From an optimization exercise on the open Yosys and OpenROAD flow, aimed at small area, a short achievable clock period and few clock cycles; shortcuts taken in it are not production practice. Only simulation tests tie the RTL to the original design; equivalence was not proved.

== yarrow ==
// FPTrig
module FPTrig(
    input clock,
    input reset,
    input start,
    input [1:0] func,
    input [31:0] a_in,
    output reg [31:0] result,
    output reg done
    );
    localparam [31:0] ONE  = 32'h3f800000;
    localparam [31:0] PI_2 = 32'h3fc8f5c3;
    function [31:0] fadd_core(input [31:0] a, input [31:0] b);
        reg        swap;
        reg [7:0]  d, E;
        reg [23:0] L, Sx, S;
        reg [24:0] m;
        reg [4:0]  lz;
        begin
            swap = b[30:0] > a[30:0];
            d  = swap ? b[30:23] - a[30:23] : a[30:23] - b[30:23];
            L  = swap ? {1'b1, b[22:0]} : {1'b1, a[22:0]};
            Sx = swap ? {1'b1, a[22:0]} : {1'b1, b[22:0]};
            S  = (d >= 8'd24) ? 24'd0 : Sx >> d[4:0];
            E  = swap ? b[30:23] : a[30:23];
            m  = (a[31] ^ b[31]) ? {1'b0, L} - {1'b0, S} : {1'b0, L} + {1'b0, S};
            if (m[24]) begin
                fadd_core = {a[31], E + 8'd1, m[23:1]};
            end else begin
                lz[4] = m[23:8] == 16'd0;  if (lz[4]) m = m << 16;
                lz[3] = m[23:16] == 8'd0;  if (lz[3]) m = m << 8;
                lz[2] = m[23:20] == 4'd0;  if (lz[2]) m = m << 4;
                lz[1] = m[23:22] == 2'd0;  if (lz[1]) m = m << 2;
  ...
Size in the first run: roughly 5800 cells after synthesis, about 120 flip-flops, ~70 I/O pins, roughly 38000 µm² of cells after synthesis.
export LEC_CHECK = 0
export ABC_AREA = 1
export CAP_MARGIN = 20
export CORE_MARGIN = 2
export CORE_UTILIZATION = 30
export SLEW_MARGIN = 20
export TNS_END_PERCENT = 30
create_clock -name core_clock -period 20.0 [get_ports {clock}]
standard.sh (not shown) runs the stock make flow with config.mk's settings and CLKGATE_MAP_FILE= SYNTH_SCRIPT=/design/flow/synth_recipe.tcl, a recipe that flattens the netlist after the stock synthesis.
==> flow/flow/run.sh <==
#!/bin/bash
# The standard layout (the standard.sh, standard synthesis included) with
# a larger setup margin for the resizer's timing repair, so that it keeps
# shortening paths below the 20 ns clock. Full make output goes to flow.log.
set -euo pipefail
bash standard.sh SETUP_SLACK_MARGIN=11 finish > flow.log 2>&1
Testbench counts of yarrow, summed over its fixed seeds: cycles 47,984.
> inputs changed (yarrow -> amber)
--- a/flow/config.mk
+++ b/flow/config.mk
@@ -11,3 +11,2 @@
 export CORE_UTILIZATION = 30
 export SLEW_MARGIN = 20
-export TNS_END_PERCENT = 30
### Flow results
Comparing yarrow and amber, the higher pin slew with the least headroom to its limit was measured on yarrow.
NOTE: fraction of the cycle the final worst path needs in amber exceeds that of yarrow
Against yarrow, amber reports a number of cell instances on the worst register-to-register path that is higher.
amber and yarrow ended up with roughly the same final instance count without filler cells.
Cmp amber vs yarrow: number of detailed-routing iterations run before antenna repair lower in amber
Signed area change from the synthesized netlist to the final layout: amber vs yarrow up 0.36 points
No run among yarrow and amber stopped early or left any final violation; all are clean.

---

Starting RTL as in the previous note.
Design FPTrig, start of the top module:
module FPTrig(
    input clock,
    input reset,
    input start,
    input [1:0] func,
    input [31:0] a_in,
    output reg [31:0] result,
    output reg done
    );
clock: 20.0 ns
lec_check: 0
abc_area: 1
cap_margin: 20
core_margin: 2
core_utilization: 30
place_density: 0.75
slew_margin: 20
tns_end_percent: 30
Scripts as last shown in full above: flow/flow/run.sh
Testbench counts at the start, summed over its fixed seeds: cycles 47,984.
Edit:
- CORE_UTILIZATION: 30 -> 40
- PLACE_DENSITY: 0.75 -> not set
- TNS_END_PERCENT: 30 -> not set
Critical path depth went up by 2; utilization increases by 13 points; cell area rose slightly; setup slack improved by 0.15 ns; synthesized area stays the same; final cell count falls by a few percent; global-route usage rose by 11 points; routed wire length goes up by a few percent.
Edit:
--- a/flow/flow/run.sh
+++ b/flow/flow/run.sh
@@ -4,3 +4,3 @@
 # shortening paths below the 20 ns clock. Full make output goes to flow.log.
 set -euo pipefail
-bash standard.sh SETUP_SLACK_MARGIN=11 finish > flow.log 2>&1
+bash standard.sh SETUP_SLACK_MARGIN=9 finish > flow.log 2>&1
- CORE_UTILIZATION: 40 -> 30
- TNS_END_PERCENT: not set -> 30
Global-route usage shrinks by 8.7 points.
Sequential share of layout area grows by 0.13 points.
Cell count grows by 3.6%.
Routed wire length grows by 1.6%.
Design area shrinks by 2.1%.
Register-to-register slack is better by 0.11 ns.
Via count shrinks by about 2.4%.
Setup slack is better by 0.11 ns.
Clock skew shrinks by 0.0059 ns.
Edit:
--- a/flow/flow/run.sh
+++ b/flow/flow/run.sh
@@ -4,3 +4,3 @@
 # shortening paths below the 20 ns clock. Full make output goes to flow.log.
 set -euo pipefail
-bash standard.sh SETUP_SLACK_MARGIN=9 finish > flow.log 2>&1
+bash standard.sh SETUP_SLACK_MARGIN=7 finish > flow.log 2>&1
Effect: Design area goes down by 8.8%. Worst setup slack is worse by 1.3 ns. Core utilization goes down by 3.3 points.
Edit:
--- a/flow/flow/run.sh
+++ b/flow/flow/run.sh
@@ -4,3 +4,3 @@
 # shortening paths below the 20 ns clock. Full make output goes to flow.log.
 set -euo pipefail
-bash standard.sh SETUP_SLACK_MARGIN=7 finish > flow.log 2>&1
+bash standard.sh SETUP_SLACK_MARGIN=9 finish > flow.log 2>&1
- PLACE_DENSITY: not set -> 0.75
Routed wire length fell slightly.
Cell area rose by roughly a tenth.
Maximum frequency rose by roughly a tenth.
Via count rose by a few percent.
Global-route usage fell by 1.3 points.
Die area stays the same.
Non-clock buffer count rose by 205.
Edit:
--- a/flow/flow/run.sh
+++ b/flow/flow/run.sh
@@ -4,3 +4,3 @@
 # shortening paths below the 20 ns clock. Full make output goes to flow.log.
 set -euo pipefail
-bash standard.sh SETUP_SLACK_MARGIN=9 finish > flow.log 2>&1
+bash standard.sh SETUP_SLACK_MARGIN=8 finish > flow.log 2>&1
- PLACE_DENSITY: 0.75 -> not set
Outcome: The new run finished clean; setup slack loses 0.37 ns; hold slack loses 0.010 ns; count of clock-buffer cells in the layout does not change; global-route usage came out higher by 1.5 points; wire length came out higher by 3.5%; final cell count came out lower by about 1.6%; via count came out lower by about 4%; die area is unchanged.

==> what the ideal ports hide <==
In the flow no input, the clock included, has a driving cell. The finished layouts below were timed again as built, in two steps.
Step 1 (the two cells are an assumption about what drives the block):
set clk [get_ports {clock}]
set_driving_cell -lib_cell sky130_fd_sc_hd__clkbuf_16 $clk
set_driving_cell -lib_cell sky130_fd_sc_hd__buf_2 [delete_from_list [all_inputs] $clk]
Step 2 also shifts input and output timing later by t, the mid clock arrival at the registers, as if the neighbouring blocks saw the same clock.
a / b / c = no drivers / after step 1 / after step 2; a / b = the first two.
| run | t, ns | slack for setup (ns) | hold WS [ns] | worst setup path at the end | slew at the worst register clock pin (ns) |
|---|---|---|---|---|---|
| yarrow | 0.479 | 9.026 / 9.026 / 9.026 | 0.435 / 0.435 / 0.435 | register to register | 0.07 / 0.07 |
| amber | 0.480 | 8.893 / 8.893 / 8.893 | 0.433 / 0.433 / 0.433 | register to register | 0.07 / 0.07 |
| the first run of note 2 | 0.482 | 8.742 / 8.742 / 8.742 | 0.436 / 0.436 / 0.436 | register to register | 0.07 / 0.07 |
| the second run of note 2 | 0.495 | 8.896 / 8.896 / 8.896 | 0.437 / 0.437 / 0.437 | register to register | 0.07 / 0.07 |
| the third run of note 2 | 0.481 | 9.004 / 9.004 / 9.004 | 0.434 / 0.434 / 0.434 | register to register | 0.07 / 0.07 |
| the fourth run of note 2 | 0.496 | 7.712 / 7.712 / 7.712 | 0.431 / 0.431 / 0.431 | register to register | 0.07 / 0.07 |
| the fifth run of note 2 | 0.474 | 8.811 / 8.811 / 8.811 | 0.441 / 0.441 / 0.441 | register to register | 0.07 / 0.07 |
| the sixth run of note 2 | 0.490 | 8.442 / 8.442 / 8.442 | 0.431 / 0.431 / 0.431 | register to register | 0.07 / 0.07 |
After both steps every run listed still meets setup and hold.
